Context: an optimization exercise on an open-source flow. The choices shown serve that exercise and are no tape-out recipe. The RTL was checked by simulation tests, not by an equivalence proof against the original design. Power and IR drop assume default switching activity.

==> v23: inputs <==
==> flow/design.v <==
module JAM (
input CLK,
input RST,
output [2:0] W,
output [2:0] J,
input [6:0] Cost,
output [3:0] MatchCount,
output [9:0] MinCost,
output Valid );
reg  [7:0] c;
always @(posedge CLK) begin
	if (RST)                 c <= 8'd0;
	else if (c != 8'd138)    c <= c + 8'd1;
end
assign W = c[5:3];
assign J = c[2:0];
assign Valid = c == 8'd138;
wire loading = ~c[7] & ~c[6];
reg [6:0] t0_0, t0_1, t0_2, t0_3, t0_4, t0_5, t0_6, t0_7;
reg [6:0] t1_0, t1_1, t1_2, t1_3, t1_4, t1_5, t1_6, t1_7;
reg [6:0] t2_0, t2_1, t2_2, t2_3, t2_4, t2_5, t2_6, t2_7;
reg [6:0] t3_0, t3_1, t3_2, t3_3, t3_4, t3_5, t3_6, t3_7;
reg [6:0] t4_0, t4_1, t4_2, t4_3, t4_4, t4_5, t4_6, t4_7;
reg [6:0] t5_0, t5_1, t5_2, t5_3, t5_4, t5_5, t5_6, t5_7;
reg [6:0] t6_0, t6_1, t6_2, t6_3, t6_4, t6_5, t6_6, t6_7;
reg [6:0] t7_0, t7_1, t7_2, t7_3, t7_4, t7_5, t7_6, t7_7;
always @(posedge CLK) begin
	t0_0 <= t0_1;
	t0_1 <= t0_2;
	t0_2 <= t0_3;
	t0_3 <= t0_4;
	t0_4 <= t0_5;
	t0_5 <= t0_6;
	t0_6 <= t0_7;
	t0_7 <= (loading && c[5:3] == 3'd0) ? Cost : t0_0;
	t1_0 <= t1_1;
	t1_1 <= t1_2;
	t1_2 <= t1_3;
	t1_3 <= t1_4;
	t1_4 <= t1_5;
	t1_5 <= t1_6;
	t1_6 <= t1_7;
	t1_7 <= (loading && c[5:3] == 3'd1) ? Cost : t1_0;
	t2_0 <= t2_1;
	t2_1 <= t2_2;
	t2_2 <= t2_3;
	t2_3 <= t2_4;
	t2_4 <= t2_5;
	t2_5 <= t2_6;
	t2_6 <= t2_7;
	t2_7 <= (loading && c[5:3] == 3'd2) ? Cost : t2_0;
	t3_0 <= t3_1;
	t3_1 <= t3_2;
	t3_2 <= t3_3;
	t3_3 <= t3_4;
	t3_4 <= t3_5;
	t3_5 <= t3_6;
	t3_6 <= t3_7;
	t3_7 <= (loading && c[5:3] == 3'd3) ? Cost : t3_0;
	t4_0 <= t4_1;
	t4_1 <= t4_2;
	t4_2 <= t4_3;
	t4_3 <= t4_4;
	t4_4 <= t4_5;
	t4_5 <= t4_6;
	t4_6 <= t4_7;
	t4_7 <= (loading && c[5:3] == 3'd4) ? Cost : t4_0;
	t5_0 <= t5_1;
	t5_1 <= t5_2;
	t5_2 <= t5_3;
	t5_3 <= t5_4;
	t5_4 <= t5_5;
	t5_5 <= t5_6;
	t5_6 <= t5_7;
	t5_7 <= (loading && c[5:3] == 3'd5) ? Cost : t5_0;
	t6_0 <= t6_1;
	t6_1 <= t6_2;
	t6_2 <= t6_3;
	t6_3 <= t6_4;
	t6_4 <= t6_5;
	t6_5 <= t6_6;
	t6_6 <= t6_7;
	t6_7 <= (loading && c[5:3] == 3'd6) ? Cost : t6_0;
	t7_0 <= t7_1;
	t7_1 <= t7_2;
	t7_2 <= t7_3;
	t7_3 <= t7_4;
	t7_4 <= t7_5;
	t7_5 <= t7_6;
	t7_6 <= t7_7;
	t7_7 <= (loading && c[5:3] == 3'd7) ? Cost : t7_0;
end
wire [7:0] cn = c + 8'd1;
wire [3:0] on = cn[7] ? {3'b100, cn[2]} : {1'b0, cn[5:3]};
wire [9:0] ohn = 10'd1 << on;
reg  q0_0;
always @(posedge CLK) q0_0 <= ohn[0] | ohn[1] | ohn[2] | ohn[3] | ohn[4] | ohn[5] | ohn[6];
reg  q0_4;
always @(posedge CLK) q0_4 <= ohn[7] | ohn[8] | ohn[9];
reg  q1_0;
always @(posedge CLK) q1_0 <= ohn[7] | ohn[8] | ohn[9];
reg  q1_1;
always @(posedge CLK) q1_1 <= ohn[0] | ohn[1] | ohn[2] | ohn[3] | ohn[4] | ohn[5] | ohn[6];
reg  q2_4;
always @(posedge CLK) q2_4 <= ohn[1] | ohn[4];
reg  q2_5;
always @(posedge CLK) q2_5 <= ohn[2] | ohn[5] | ohn[7];
reg  q2_6;
always @(posedge CLK) q2_6 <= ohn[3] | ohn[6] | ohn[9];
reg  q2_7;
always @(posedge CLK) q2_7 <= ohn[0] | ohn[8];
reg  q3_2;
always @(posedge CLK) q3_2 <= ohn[0] | ohn[1] | ohn[2] | ohn[3] | ohn[7] | ohn[9];
reg  q3_3;
always @(posedge CLK) q3_3 <= ohn[4] | ohn[5] | ohn[6] | ohn[8];
reg  q4_2;
always @(posedge CLK) q4_2 <= ohn[4] | ohn[5] | ohn[6] | ohn[8];
reg  q4_3;
always @(posedge CLK) q4_3 <= ohn[0] | ohn[1] | ohn[2] | ohn[3] | ohn[7] | ohn[9];
reg  q5_1;
always @(posedge CLK) q5_1 <= ohn[7] | ohn[8] | ohn[9];
reg  q5_4;
always @(posedge CLK) q5_4 <= ohn[0] | ohn[2] | ohn[3] | ohn[5] | ohn[6];
reg  q5_7;
always @(posedge CLK) q5_7 <= ohn[1] | ohn[4];
reg  q6_5;
always @(posedge CLK) q6_5 <= ohn[3] | ohn[6] | ohn[9];
reg  q6_6;
always @(posedge CLK) q6_6 <= ohn[0] | ohn[1] | ohn[2] | ohn[4] | ohn[5] | ohn[7] | ohn[8];
reg  q7_5;
always @(posedge CLK) q7_5 <= ohn[0] | ohn[1] | ohn[4] | ohn[8];
reg  q7_7;
always @(posedge CLK) q7_7 <= ohn[2] | ohn[3] | ohn[5] | ohn[6] | ohn[7] | ohn[9];
wire [6:0] m00 = ({7{q0_0}} & t0_0) | ({7{q0_4}} & t0_4);
wire [6:0] m01 = ({7{q1_0}} & t0_0) | ({7{q1_1}} & t0_1);
wire [6:0] m02 = ({7{q2_4}} & t0_4) | ({7{q2_5}} & t0_5) | ({7{q2_6}} & t0_6) | ({7{q2_7}} & t0_7);
wire [6:0] m03 = ({7{q3_2}} & t0_2) | ({7{q3_3}} & t0_3);
wire [6:0] m10 = ({7{q0_0}} & t1_0) | ({7{q0_4}} & t1_4);
wire [6:0] m11 = ({7{q1_0}} & t1_0) | ({7{q1_1}} & t1_1);
wire [6:0] m12 = ({7{q2_4}} & t1_4) | ({7{q2_5}} & t1_5) | ({7{q2_6}} & t1_6) | ({7{q2_7}} & t1_7);
wire [6:0] m13 = ({7{q3_2}} & t1_2) | ({7{q3_3}} & t1_3);
wire [6:0] m20 = ({7{q0_0}} & t2_0) | ({7{q0_4}} & t2_4);
wire [6:0] m21 = ({7{q1_0}} & t2_0) | ({7{q1_1}} & t2_1);
wire [6:0] m22 = ({7{q2_4}} & t2_4) | ({7{q2_5}} & t2_5) | ({7{q2_6}} & t2_6) | ({7{q2_7}} & t2_7);
wire [6:0] m23 = ({7{q3_2}} & t2_2) | ({7{q3_3}} & t2_3);
wire [6:0] m30 = ({7{q0_0}} & t3_0) | ({7{q0_4}} & t3_4);
wire [6:0] m31 = ({7{q1_0}} & t3_0) | ({7{q1_1}} & t3_1);
wire [6:0] m32 = ({7{q2_4}} & t3_4) | ({7{q2_5}} & t3_5) | ({7{q2_6}} & t3_6) | ({7{q2_7}} & t3_7);
wire [6:0] m33 = ({7{q3_2}} & t3_2) | ({7{q3_3}} & t3_3);
wire [6:0] m40 = ({7{q4_2}} & t4_2) | ({7{q4_3}} & t4_3);
wire [6:0] m41 = ({7{q5_1}} & t4_1) | ({7{q5_4}} & t4_4) | ({7{q5_7}} & t4_7);
wire [6:0] m42 = ({7{q6_5}} & t4_5) | ({7{q6_6}} & t4_6);
wire [6:0] m43 = ({7{q7_5}} & t4_5) | ({7{q7_7}} & t4_7);
wire [6:0] m50 = ({7{q4_2}} & t5_2) | ({7{q4_3}} & t5_3);
wire [6:0] m51 = ({7{q5_1}} & t5_1) | ({7{q5_4}} & t5_4) | ({7{q5_7}} & t5_7);
wire [6:0] m52 = ({7{q6_5}} & t5_5) | ({7{q6_6}} & t5_6);
wire [6:0] m53 = ({7{q7_5}} & t5_5) | ({7{q7_7}} & t5_7);
wire [6:0] m60 = ({7{q4_2}} & t6_2) | ({7{q4_3}} & t6_3);
wire [6:0] m61 = ({7{q5_1}} & t6_1) | ({7{q5_4}} & t6_4) | ({7{q5_7}} & t6_7);
wire [6:0] m62 = ({7{q6_5}} & t6_5) | ({7{q6_6}} & t6_6);
wire [6:0] m63 = ({7{q7_5}} & t6_5) | ({7{q7_7}} & t6_7);
wire [6:0] m70 = ({7{q4_2}} & t7_2) | ({7{q4_3}} & t7_3);
wire [6:0] m71 = ({7{q5_1}} & t7_1) | ({7{q5_4}} & t7_4) | ({7{q5_7}} & t7_7);
wire [6:0] m72 = ({7{q6_5}} & t7_5) | ({7{q6_6}} & t7_6);
wire [6:0] m73 = ({7{q7_5}} & t7_5) | ({7{q7_7}} & t7_7);
function [7:0] add7;   
	input [6:0] a, b;
	add7 = a + b;
endfunction
function [9:0] add9;   
	input [8:0] a, b;
	add9 = a + b;
endfunction
function lt10;   
	input [9:0] a, b;
	integer i;
	reg l;
	begin
		l = 1'b0;
		for (i = 0; i < 10; i = i + 1)
			l = (~a[i] & b[i]) | (~(a[i] ^ b[i]) & l);
		lt10 = l;
	end
endfunction
function [12:0] mc9;           
	input [12:0] x, y;
	begin
		if (x[12:4] == y[12:4])                          mc9 = {x[12:4], x[3:0] + y[3:0]};
		else if (lt10({1'b0, x[12:4]}, {1'b0, y[12:4]})) mc9 = x;
		else                                             mc9 = y;
	end
endfunction
function [8:0] blk2;
	input [6:0] ua, ub, va, vb;
	reg [7:0] p, q;
	begin
		p = add7(ua, vb);
		q = add7(ub, va);
		blk2 = {lt10({2'b0, p}, {2'b0, q}) ? p : q, p == q};
	end
endfunction
function [12:0] term;
	input [8:0] x, y;
	reg [1:0] e;
	begin
		e = x[0] + y[0];
		term = {add9({1'b0, x[8:1]}, {1'b0, y[8:1]}), 1'b0, e == 2'd2, e == 2'd1, e == 2'd0};
	end
endfunction
reg  [8:0] xa01;
always @(posedge CLK) xa01 <= blk2(m00, m01, m10, m11);
reg  [8:0] ya01;
always @(posedge CLK) ya01 <= blk2(m20, m21, m30, m31);
reg  [8:0] xa02;
always @(posedge CLK) xa02 <= blk2(m00, m02, m10, m12);
reg  [8:0] ya02;
always @(posedge CLK) ya02 <= blk2(m20, m22, m30, m32);
reg  [8:0] xa03;
always @(posedge CLK) xa03 <= blk2(m00, m03, m10, m13);
reg  [8:0] ya03;
always @(posedge CLK) ya03 <= blk2(m20, m23, m30, m33);
reg  [8:0] xa12;
always @(posedge CLK) xa12 <= blk2(m01, m02, m11, m12);
reg  [8:0] ya12;
always @(posedge CLK) ya12 <= blk2(m21, m22, m31, m32);
reg  [8:0] xa13;
always @(posedge CLK) xa13 <= blk2(m01, m03, m11, m13);
reg  [8:0] ya13;
always @(posedge CLK) ya13 <= blk2(m21, m23, m31, m33);
reg  [8:0] xa23;
always @(posedge CLK) xa23 <= blk2(m02, m03, m12, m13);
reg  [8:0] ya23;
always @(posedge CLK) ya23 <= blk2(m22, m23, m32, m33);
reg  [8:0] xb01;
always @(posedge CLK) xb01 <= blk2(m40, m41, m50, m51);
reg  [8:0] yb01;
always @(posedge CLK) yb01 <= blk2(m60, m61, m70, m71);
reg  [8:0] xb02;
always @(posedge CLK) xb02 <= blk2(m40, m42, m50, m52);
reg  [8:0] yb02;
always @(posedge CLK) yb02 <= blk2(m60, m62, m70, m72);
reg  [8:0] xb03;
always @(posedge CLK) xb03 <= blk2(m40, m43, m50, m53);
reg  [8:0] yb03;
always @(posedge CLK) yb03 <= blk2(m60, m63, m70, m73);
reg  [8:0] xb12;
always @(posedge CLK) xb12 <= blk2(m41, m42, m51, m52);
reg  [8:0] yb12;
always @(posedge CLK) yb12 <= blk2(m61, m62, m71, m72);
reg  [8:0] xb13;
always @(posedge CLK) xb13 <= blk2(m41, m43, m51, m53);
reg  [8:0] yb13;
always @(posedge CLK) yb13 <= blk2(m61, m63, m71, m73);
reg  [8:0] xb23;
always @(posedge CLK) xb23 <= blk2(m42, m43, m52, m53);
reg  [8:0] yb23;
always @(posedge CLK) yb23 <= blk2(m62, m63, m72, m73);
wire [12:0] ta0 = term(xa01, ya23);
wire [12:0] ta1 = term(xa02, ya13);
wire [12:0] ta2 = term(xa03, ya12);
wire [12:0] ta3 = term(xa12, ya03);
wire [12:0] ta4 = term(xa13, ya02);
wire [12:0] ta5 = term(xa23, ya01);
wire [12:0] tb0 = term(xb01, yb23);
wire [12:0] tb1 = term(xb02, yb13);
wire [12:0] tb2 = term(xb03, yb12);
wire [12:0] tb3 = term(xb12, yb03);
wire [12:0] tb4 = term(xb13, yb02);
wire [12:0] tb5 = term(xb23, yb01);
reg  [12:0] pa0;
always @(posedge CLK) pa0 <= mc9(ta0, ta1);
reg  [12:0] pa1;
always @(posedge CLK) pa1 <= mc9(ta2, ta3);
reg  [12:0] pa2;
always @(posedge CLK) pa2 <= mc9(ta4, ta5);
reg  [12:0] fa;
always @(posedge CLK) fa <= mc9(mc9(pa0, pa1), pa2);
reg  [12:0] pb0;
always @(posedge CLK) pb0 <= mc9(tb0, tb1);
reg  [12:0] pb1;
always @(posedge CLK) pb1 <= mc9(tb2, tb3);
reg  [12:0] pb2;
always @(posedge CLK) pb2 <= mc9(tb4, tb5);
reg  [12:0] fb;
always @(posedge CLK) fb <= mc9(mc9(pb0, pb1), pb2);
wire [3:0] pc = fa[3:0] * fb[3:0];
reg  [13:0] tr;
always @(posedge CLK) tr <= {add9(fa[12:4], fb[12:4]), pc};
wire trv = c >= 8'd68 && c <= 8'd137;
reg [9:0] mincost;
reg [3:0] matchcount;
always @(posedge CLK) begin
	if (RST) begin
		mincost    <= 10'd1023;
		matchcount <= 4'd0;
	end else if (trv) begin
		if (lt10(tr[13:4], mincost)) begin
			mincost    <= tr[13:4];
			matchcount <= tr[3:0];
		end else if (tr[13:4] == mincost) begin
			matchcount <= matchcount + tr[3:0];
		end
	end
end
assign MinCost    = mincost;
assign MatchCount = matchcount;
endmodule
==> flow/run.sh <==
#!/bin/bash
# synth_recipe.tcl (not shown) runs the flow's synth.tcl, then flattens the netlist and writes it again
# the make line also repeats each setting of config.mk as NAME=value (left out here)
make -C /OpenROAD-flow-scripts/flow DESIGN_CONFIG=/design/flow/config.mk WORK_HOME=/design/flow/orfs CLKGATE_MAP_FILE= SYNTH_SCRIPT=/design/flow/synth_recipe.tcl finish
==> flow/config.mk <==
export PLATFORM = sky130hd
export DESIGN_NAME = JAM
export DESIGN_NICKNAME = JAM
export VERILOG_FILES = /design/flow/design.v
export SDC_FILE = /design/flow/constraint.sdc
export NUM_CORES = 4
export LEC_CHECK = 0
export CAP_MARGIN = 20
export CORE_MARGIN = 2
export CORE_UTILIZATION = 40
export SLEW_MARGIN = 20
==> flow/constraint.sdc <==
create_clock -name core_clock -period 6.2 [get_ports {CLK}]
set_input_delay 1.2400 -clock core_clock [delete_from_list [all_inputs] [get_ports {CLK}]]
set_output_delay 1.2400 -clock core_clock [all_outputs]
set_load 0.01 [all_outputs]
==> inputs of v30, as changes to v23 <==
--- a/flow/design.v
+++ b/flow/design.v
@@ -175,10 +175,3 @@
 	input [9:0] a, b;
-	integer i;
-	reg l;
-	begin
-		l = 1'b0;
-		for (i = 0; i < 10; i = i + 1)
-			l = (~a[i] & b[i]) | (~(a[i] ^ b[i]) & l);
-		lt10 = l;
-	end
+	lt10 = a < b;
 endfunction
==> notes <==
Of v23 and v30, v23 has the higher die area (gap 1.0%, measured against v30).
Against v23, the sequential power of v30 is larger by about 3%.
v23 went through all stages and came out clean. v30 completed without violations.
Of v30 and v23, v30 has the higher via count (gap 0.70%, measured against v23).
Of v30 and v23, v30 has the higher total power (gap 7.9%, measured against v23).
Against v23, the critical path depth of v30 is higher by 3.
Cell area: v23 is larger than v30 (0.96%).
In v30 the register-to-register slack is lower than in v23, by 0.19 ns.

==> static timing again, ports no longer ideal <==
The flow's constraints put no driver on any port. The routed layouts listed below were extracted and timed again, unchanged, in two steps.
Step 1: set_driving_cell puts a clkbuf_16 on CLK and a buf_2 on each other input, an assumption about the parent block.
Step 2 times the ports against the registers' clock, not the clock port: input delays grow and output delays shrink by t, the midpoint of the rising clock arrivals with the driver on.
Slacks: ideal ports / drivers / drivers and shift; pairs: ideal ports / drivers.
run | t (ns) | slack for setup (ns) | clock arrival spread, ns | cell pins on the clock port's net
v23 | 0.738 | 1.421 / 1.421 / 1.421 | 0.051 / 0.051 | 1
v30 | 0.740 | 1.227 / 1.227 / 1.227 | 0.077 / 0.077 | 1
After both steps setup and hold are still met in every run listed.
